From an optimization exercise on the open Yosys and OpenROAD flow, aimed at small area, a short achievable clock period and few clock cycles; shortcuts taken in it are not production practice.
Where RTL was checked, it was by simulation tests only, not by an equivalence proof against the original.
Power is estimated from default activity; no workload was simulated.

==> inputs of run E <==
Design processor, start of the top module:
module processor( input         clk, reset,
                  output [31:0] PC,
                  input  [31:0] instruction,
                  output        WE,
                  output [31:0] address_to_mem,
                  output [31:0] data_to_mem,
                  input  [31:0] data_from_mem
                );
==> module processor, before the edit <==
module processor( input         clk, reset,
                  output [31:0] PC,
                  input  [31:0] instruction,
                  output        WE,
                  output [31:0] address_to_mem,
                  output [31:0] data_to_mem,
                  input  [31:0] data_from_mem
                );
    reg  [31:0] pc_q;
    reg  [31:0] rf [1:31];
    reg  [31:0] a_e, b_e, pc_e;
    reg  [20:0] imm_e;
    reg  [4:0]  rd_e;
    reg         wen_e, load_e, store_e, beq_e, blt_e, jal_e, jalr_e;
    reg         sel_sum_e, sub_e, kill_e, sel_avg_e, sel_and_e, sel_srl_e, sel_addr_e;
    reg  [31:0] res_m, data_m;
    reg  [4:0]  rd_m;
    reg         wen_m, load_m, we_m;
    assign PC             = pc_q;
    assign WE             = we_m;
    assign address_to_mem = res_m;
    assign data_to_mem    = data_m;
    wire [6:0] op  = instruction[6:0];
    wire [2:0] f3  = instruction[14:12];
    wire [4:0] rs1 = instruction[19:15];
    wire [4:0] rs2 = instruction[24:20];
    wire [4:0] rd  = instruction[11:7];
    wire       f7z = instruction[31:25] == 7'b0000000;
    wire       f7s = instruction[31:25] == 7'b0100000;
    wire d_r    = op == 7'b0110011;
    wire d_v    = op == 7'b0001011;
    wire d_i    = op == 7'b0010011;
    wire d_l    = op == 7'b0000011;
    wire d_s    = op == 7'b0100011;
    wire d_b    = op == 7'b1100011;
    wire d_jal  = op == 7'b1101111;
    wire d_jalr = op == 7'b1100111;
    wire d_add  = d_r & f7z & (f3 == 3'b000);
    wire d_sub  = d_r & f7s & (f3 == 3'b000);
    wire d_and  = d_r & f7z & (f3 == 3'b111);
    wire d_srl  = d_r & f7z & (f3 == 3'b101);
    wire d_addv = d_v & f7z & (f3 == 3'b000);
    wire d_avgv = d_v & f7z & (f3 == 3'b001);
    wire d_beq  = d_b & (f3 == 3'b000);
    wire d_blt  = d_b & (f3 == 3'b100);
    wire d_use1 = d_r | d_v | d_i | d_l | d_s | d_b | d_jalr;
    wire d_use2 = d_r | d_v | d_s | d_b;
    wire d_wen  = (d_add | d_sub | d_and | d_srl | d_addv | d_avgv | d_i | d_l | d_jal | d_jalr)
                  & (rd != 5'd0);
    reg [20:0] d_imm;
    always @(*) begin
        if (d_s)        d_imm = {9'd0, instruction[31:25], instruction[11:7]};
        else if (d_b)   d_imm = {8'd0, instruction[31], instruction[7], instruction[30:25],
                                 instruction[11:8], 1'b0};
        else if (d_jal) d_imm = {instruction[31], instruction[19:12], instruction[20],
                                 instruction[30:21], 1'b0};
        else            d_imm = {9'd0, instruction[31:20]};
    end
    wire [31:0] bi = sub_e ? ~b_e : b_e;
    wire        pk = ~kill_e;
    wire [35:0] sx = {1'b0, a_e[31:24], pk, a_e[23:16], pk, a_e[15:8], pk, a_e[7:0]}
                   + {1'b0, bi[31:24], 1'b0, bi[23:16], 1'b0, bi[15:8], 1'b0, bi[7:0]}
                   + {35'd0, sub_e};
    wire [31:0] sum_r = {sx[34:27], sx[25:18], sx[16:9], sx[7:0]};
    wire [31:0] avg_r = {sx[35:28], sx[26:19], sx[17:10], sx[8:1]};
    wire [31:0] and_r = a_e & b_e;
    wire [31:0] srl_r = (|b_e[31:5]) ? 32'd0 : (a_e >> b_e[4:0]);
    wire [31:0] addr  = a_e + {20'd0, imm_e[11:0]};
    wire [31:0] link  = pc_e + 32'd4;
    wire [31:0] tgt   = pc_e + {11'd0, imm_e};
    wire [31:0] res_e = ({32{sel_sum_e}}  & sum_r)
                      | ({32{sel_avg_e}}  & avg_r)
                      | ({32{sel_and_e}}  & and_r)
                      | ({32{sel_srl_e}}  & srl_r)
                      | ({32{sel_addr_e}} & addr)
                      | ({32{jal_e | jalr_e}} & link);
    wire eq = a_e == b_e;
    wire lt = (a_e[31] ^ b_e[31]) ? a_e[31] : sx[34];
    wire redirect = (beq_e & eq) | (blt_e & lt) | jal_e | jalr_e;
    wire [31:0] target = jalr_e ? addr : tgt;
    wire [31:0] wb = load_m ? data_from_mem : res_m;
    always @(posedge clk) begin
        if (wen_m) rf[rd_m] <= wb;
    end
    wire [31:0] rf1 = (rs1 == 5'd0) ? 32'd0 : rf[rs1];
    wire [31:0] rf2 = (rs2 == 5'd0) ? 32'd0 : rf[rs2];
    wire hit1e = wen_e & (rd_e == rs1);
    wire hit2e = wen_e & (rd_e == rs2);
    wire hit1m = wen_m & (rd_m == rs1);
    wire hit2m = wen_m & (rd_m == rs2);
    wire [31:0] fwd1 = hit1e ? res_e : hit1m ? wb : rf1;
    wire [31:0] fwd2 = hit2e ? res_e : hit2m ? wb : rf2;
    wire stall = load_e & ((d_use1 & hit1e) | (d_use2 & hit2e));
    wire bubble = redirect | stall;
    always @(posedge clk or posedge reset) begin
        if (reset) begin
            pc_q <= 32'd0;
            wen_e <= 1'b0; load_e <= 1'b0; store_e <= 1'b0;
            beq_e <= 1'b0; blt_e <= 1'b0; jal_e <= 1'b0; jalr_e <= 1'b0;
            wen_m <= 1'b0; load_m <= 1'b0; we_m <= 1'b0;
        end else begin
            pc_q <= redirect ? target : stall ? pc_q : pc_q + 32'd4;
            wen_e   <= ~bubble & d_wen;
            load_e  <= ~bubble & d_l;
            store_e <= ~bubble & d_s;
            beq_e   <= ~bubble & d_beq;
            blt_e   <= ~bubble & d_blt;
            jal_e   <= ~bubble & d_jal;
            jalr_e  <= ~bubble & d_jalr;
            wen_m   <= wen_e;
            load_m  <= load_e;
            we_m    <= store_e;
        end
    end
    always @(posedge clk) begin
        a_e <= fwd1;
        b_e <= fwd2;
        pc_e <= pc_q;
        imm_e <= d_imm;
        rd_e <= rd;
        sel_sum_e  <= d_add | d_sub | d_addv | d_b;
        sub_e      <= d_sub | d_b;
        kill_e     <= d_addv | d_avgv;
        sel_avg_e  <= d_avgv;
        sel_and_e  <= d_and;
        sel_srl_e  <= d_srl;
        sel_addr_e <= d_i | d_l | d_s;
        res_m  <= res_e;
        data_m <= b_e;
        rd_m   <= rd_e;
    end
endmodule
Settings: LEC_CHECK=0, CAP_MARGIN=20, CORE_MARGIN=2, CORE_UTILIZATION=40, SETUP_SLACK_MARGIN=0.2, SLEW_MARGIN=20; clock period 11.0 ns.
run.sh (not shown) runs the stock make flow with config.mk's settings and CLKGATE_MAP_FILE= SYNTH_SCRIPT=/design/flow/synth_recipe.tcl, a recipe that flattens the netlist after the stock synthesis.
==> inputs of run F, as changes to run E <==
--- a/flow/design.v
+++ b/flow/design.v
@@ -11,6 +11,6 @@
     reg  [31:0] rf [1:31];
-    reg  [31:0] a_e, b_e, pc_e;
-    reg  [20:0] imm_e;
+    reg  [31:0] a_e, b_e, alt_e;
+    reg  [11:0] imm_e;
     reg  [4:0]  rd_e;
-    reg         wen_e, load_e, store_e, beq_e, blt_e, jal_e, jalr_e;
+    reg         wen_e, load_e, store_e, br_e, beq_e, blt_e, jal_e, jalr_e, pred_e;
     reg         sel_sum_e, sub_e, kill_e, sel_avg_e, sel_and_e, sel_srl_e, sel_addr_e;
@@ -50,16 +50,19 @@
                   & (rd != 5'd0);
-    reg [20:0] d_imm;
-    always @(*) begin
-        if (d_s)        d_imm = {9'd0, instruction[31:25], instruction[11:7]};
-        else if (d_b)   d_imm = {8'd0, instruction[31], instruction[7], instruction[30:25],
-                                 instruction[11:8], 1'b0};
-        else if (d_jal) d_imm = {instruction[31], instruction[19:12], instruction[20],
-                                 instruction[30:21], 1'b0};
-        else            d_imm = {9'd0, instruction[31:20]};
-    end
+    wire [11:0] d_imm = d_s ? {instruction[31:25], instruction[11:7]} : instruction[31:20];
+    wire [20:0] f_off = instruction[3]
+                      ? {instruction[31], instruction[19:12], instruction[20], instruction[30:21], 1'b0}
+                      : {8'd0, instruction[31], instruction[7], instruction[30:25], instruction[11:8], 1'b0};
+    wire [31:0] f_tgt, f_pc4;
+    pfx_add #(32) u_tgt (.a(pc_q), .b({11'd0, f_off}), .cin(1'b0), .s(f_tgt), .cout());
+    pfx_add #(30) u_pc4 (.a(pc_q[31:2]), .b(30'd1), .cin(1'b0), .s(f_pc4[31:2]), .cout());
+    assign f_pc4[1:0] = pc_q[1:0];
+    wire        d_pred = d_jal | (d_b & instruction[31]);
+    wire [31:0] d_alt  = (d_b & ~d_pred) ? f_tgt : f_pc4;
     wire [31:0] bi = sub_e ? ~b_e : b_e;
     wire        pk = ~kill_e;
-    wire [35:0] sx = {1'b0, a_e[31:24], pk, a_e[23:16], pk, a_e[15:8], pk, a_e[7:0]}
-                   + {1'b0, bi[31:24], 1'b0, bi[23:16], 1'b0, bi[15:8], 1'b0, bi[7:0]}
-                   + {35'd0, sub_e};
+    wire [35:0] sx;
+    pfx_add #(35) u_sum (
+        .a({a_e[31:24], pk, a_e[23:16], pk, a_e[15:8], pk, a_e[7:0]}),
+        .b({bi[31:24], 1'b0, bi[23:16], 1'b0, bi[15:8], 1'b0, bi[7:0]}),
+        .cin(sub_e), .s(sx[34:0]), .cout(sx[35]));
     wire [31:0] sum_r = {sx[34:27], sx[25:18], sx[16:9], sx[7:0]};
@@ -68,5 +71,5 @@
     wire [31:0] srl_r = (|b_e[31:5]) ? 32'd0 : (a_e >> b_e[4:0]);
-    wire [31:0] addr  = a_e + {20'd0, imm_e[11:0]};
-    wire [31:0] link  = pc_e + 32'd4;
-    wire [31:0] tgt   = pc_e + {11'd0, imm_e};
+    wire [31:0] addr;
+    pfx_add #(32) u_addr (.a(a_e), .b({20'd0, imm_e}), .cin(1'b0), .s(addr), .cout());
+    wire [31:0] link  = alt_e;
     wire [31:0] res_e = ({32{sel_sum_e}}  & sum_r)
@@ -79,4 +82,5 @@
     wire lt = (a_e[31] ^ b_e[31]) ? a_e[31] : sx[34];
-    wire redirect = (beq_e & eq) | (blt_e & lt) | jal_e | jalr_e;
-    wire [31:0] target = jalr_e ? addr : tgt;
+    wire taken    = (beq_e & eq) | (blt_e & lt);
+    wire redirect = (br_e & (taken ^ pred_e)) | jalr_e;
+    wire [31:0] target = jalr_e ? addr : alt_e;
     wire [31:0] wb = load_m ? data_from_mem : res_m;
@@ -85,4 +89,12 @@
     end
-    wire [31:0] rf1 = (rs1 == 5'd0) ? 32'd0 : rf[rs1];
-    wire [31:0] rf2 = (rs2 == 5'd0) ? 32'd0 : rf[rs2];
+    reg  [31:0] rf1, rf2;
+    integer k;
+    always @(*) begin
+        rf1 = 32'd0;
+        rf2 = 32'd0;
+        for (k = 1; k < 32; k = k + 1) begin
+            rf1 = rf1 | ({32{rs1 == k}} & rf[k]);
+            rf2 = rf2 | ({32{rs2 == k}} & rf[k]);
+        end
+    end
     wire hit1e = wen_e & (rd_e == rs1);
@@ -98,7 +110,7 @@
             pc_q <= 32'd0;
-            wen_e <= 1'b0; load_e <= 1'b0; store_e <= 1'b0;
-            beq_e <= 1'b0; blt_e <= 1'b0; jal_e <= 1'b0; jalr_e <= 1'b0;
+            wen_e <= 1'b0; load_e <= 1'b0; store_e <= 1'b0; br_e <= 1'b0;
+            beq_e <= 1'b0; blt_e <= 1'b0; jal_e <= 1'b0; jalr_e <= 1'b0; pred_e <= 1'b0;
             wen_m <= 1'b0; load_m <= 1'b0; we_m <= 1'b0;
         end else begin
-            pc_q <= redirect ? target : stall ? pc_q : pc_q + 32'd4;
+            pc_q <= redirect ? target : stall ? pc_q : d_pred ? f_tgt : f_pc4;
             wen_e   <= ~bubble & d_wen;
@@ -106,2 +118,3 @@
             store_e <= ~bubble & d_s;
+            br_e    <= ~bubble & d_b;
             beq_e   <= ~bubble & d_beq;
@@ -110,2 +123,3 @@
             jalr_e  <= ~bubble & d_jalr;
+            pred_e  <= ~bubble & d_pred;
             wen_m   <= wen_e;
@@ -118,3 +132,3 @@
         b_e <= fwd2;
-        pc_e <= pc_q;
+        alt_e <= d_alt;
         imm_e <= d_imm;
@@ -133,2 +147,32 @@
 endmodule
+module pfx_add #(parameter N = 32) (
+    input  [N-1:0] a, b,
+    input          cin,
+    output [N-1:0] s,
+    output         cout
+);
+    localparam L = (N > 32) ? 6 : (N > 16) ? 5 : (N > 8) ? 4 : (N > 4) ? 3 : 2;
+    wire [(L+1)*N-1:0] gg, pp;
+    wire [N-1:0] p0 = a ^ b;
+    wire [N-1:0] g0 = a & b;
+    assign gg[N-1:0] = {g0[N-1:1], g0[0] | (p0[0] & cin)};
+    assign pp[N-1:0] = p0;
+    genvar l, i;
+    generate
+        for (l = 0; l < L; l = l + 1) begin : lv
+            for (i = 0; i < N; i = i + 1) begin : bt
+                if ((i >> l) & 1) begin : cmb
+                    assign gg[(l+1)*N+i] = gg[l*N+i] | (pp[l*N+i] & gg[l*N+((i>>l)<<l)-1]);
+                    assign pp[(l+1)*N+i] = pp[l*N+i] & pp[l*N+((i>>l)<<l)-1];
+                end else begin : pass
+                    assign gg[(l+1)*N+i] = gg[l*N+i];
+                    assign pp[(l+1)*N+i] = pp[l*N+i];
+                end
+            end
+        end
+    endgenerate
+    wire [N-1:0] c = gg[L*N +: N];
+    assign s    = p0 ^ {c[N-2:0], cin};
+    assign cout = c[N-1];
+endmodule
 `default_nettype wire
==> flow/flow/run.sh (new file) <==
#!/bin/bash
# Layout flow: the standard synthesis, unchanged; then the standard ORFS
# place-and-route with these changes:
#  - timing repair aims below the clock period (setup margin), so the layout
#    is sized for speed; the clock, I/O delays and loads stay as given;
#  - resizing may change a cell's footprint, so port buffers can be sized;
#  - port buffers are plain buffers rather than the default delay-cell buffer.
set -euo pipefail
MARGIN=${MARGIN:-7.4}
bash standard.sh synth > synth.log 2>&1
bash standard.sh \
  SETUP_SLACK_MARGIN=$MARGIN \
  MATCH_CELL_FOOTPRINT=0 \
  "BUFFER_PORTS_ARGS=-buffer_cell sky130_fd_sc_hd__buf_2" \
  TNS_END_PERCENT=${TNS:-20} \
  finish > pnr.log 2>&1
==> flow/standard.sh (new file) <==
#!/bin/bash
# synth_recipe.tcl (not shown) runs the flow's synth.tcl, then flattens the netlist and writes it again
# the make line also repeats each setting of config.mk as NAME=value (left out here)
make -C /OpenROAD-flow-scripts/flow DESIGN_CONFIG=/design/flow/config.mk WORK_HOME=/design/flow/orfs CLKGATE_MAP_FILE= SYNTH_SCRIPT=/design/flow/synth_recipe.tcl "${@:-finish}"
removed: flow/run.sh
==> qor summary <==
Proportion of cell area occupied by multi-input gates: run E 38.1%; run F 33.5%
M1 GR Usage: run E 36.5%; run F 46.5%
Wire length of the first global-routing pass: run E 318,000 um; run F 401,000 um
Net switching component of the power: run E 3.30 mW; run F 3.65 mW
Final critical delay including setup and external delays: run E 5550 ps; run F 4300 ps
DRT met1 WL: run E 88,700 um; run F 98,800 um
Number of well taps: run E 2,072; run F 1,903
Sort of element at the start of the critical path: run E primary input; run F register
Syn-to-layout area delta: run E 13.2%; run F 23.5%
Cell count after synthesis: run E 4,256; run F 4,804
Internal Pwr Total: run E 8.50 mW; run F 8.51 mW
Worst voltage drop across the vdd grid: run E 0.164 mV; run F 0.167 mV
Run status: run E no timing/DRC/antenna violations; run F no timing/DRC/antenna violations
Testbench counts of run F, summed over its fixed seeds: cycles 47,396.
For run E, only the layout was checked, not whether the RTL still works.

port drivers added, routing unchanged:
The flow's constraints put no driver on any port. The routed layouts listed below were extracted and timed again, unchanged, in two steps. Step 1: set_driving_cell puts a clkbuf_16 on clk and a buf_2 on each other input, an assumption about the parent block. Step 2 also shifts input and output timing later by t, the mid clock arrival at the registers, as if the neighbouring blocks saw the same clock. Slacks: no drivers / after step 1 / after step 2; pairs: no drivers / after step 1.
| run | t, ns | setup slack, ns | clock arrival spread, ns | slew at the worst register clock pin (ns) | pins driven straight from the clock port |
|---|---|---|---|---|---|
| run E | 0.880 | 5.455 / 5.458 / 4.578 | 0.036 / 0.036 | 0.07 / 0.07 | 1 |
| run F | 0.855 | 6.702 / 6.702 / 5.894 | 0.041 / 0.041 | 0.07 / 0.07 | 1 |
After both steps setup and hold are still met in every run listed. The setup slack of run E, which loses most, moves by +0.003 ns with the drivers and by -0.877 ns with both steps.
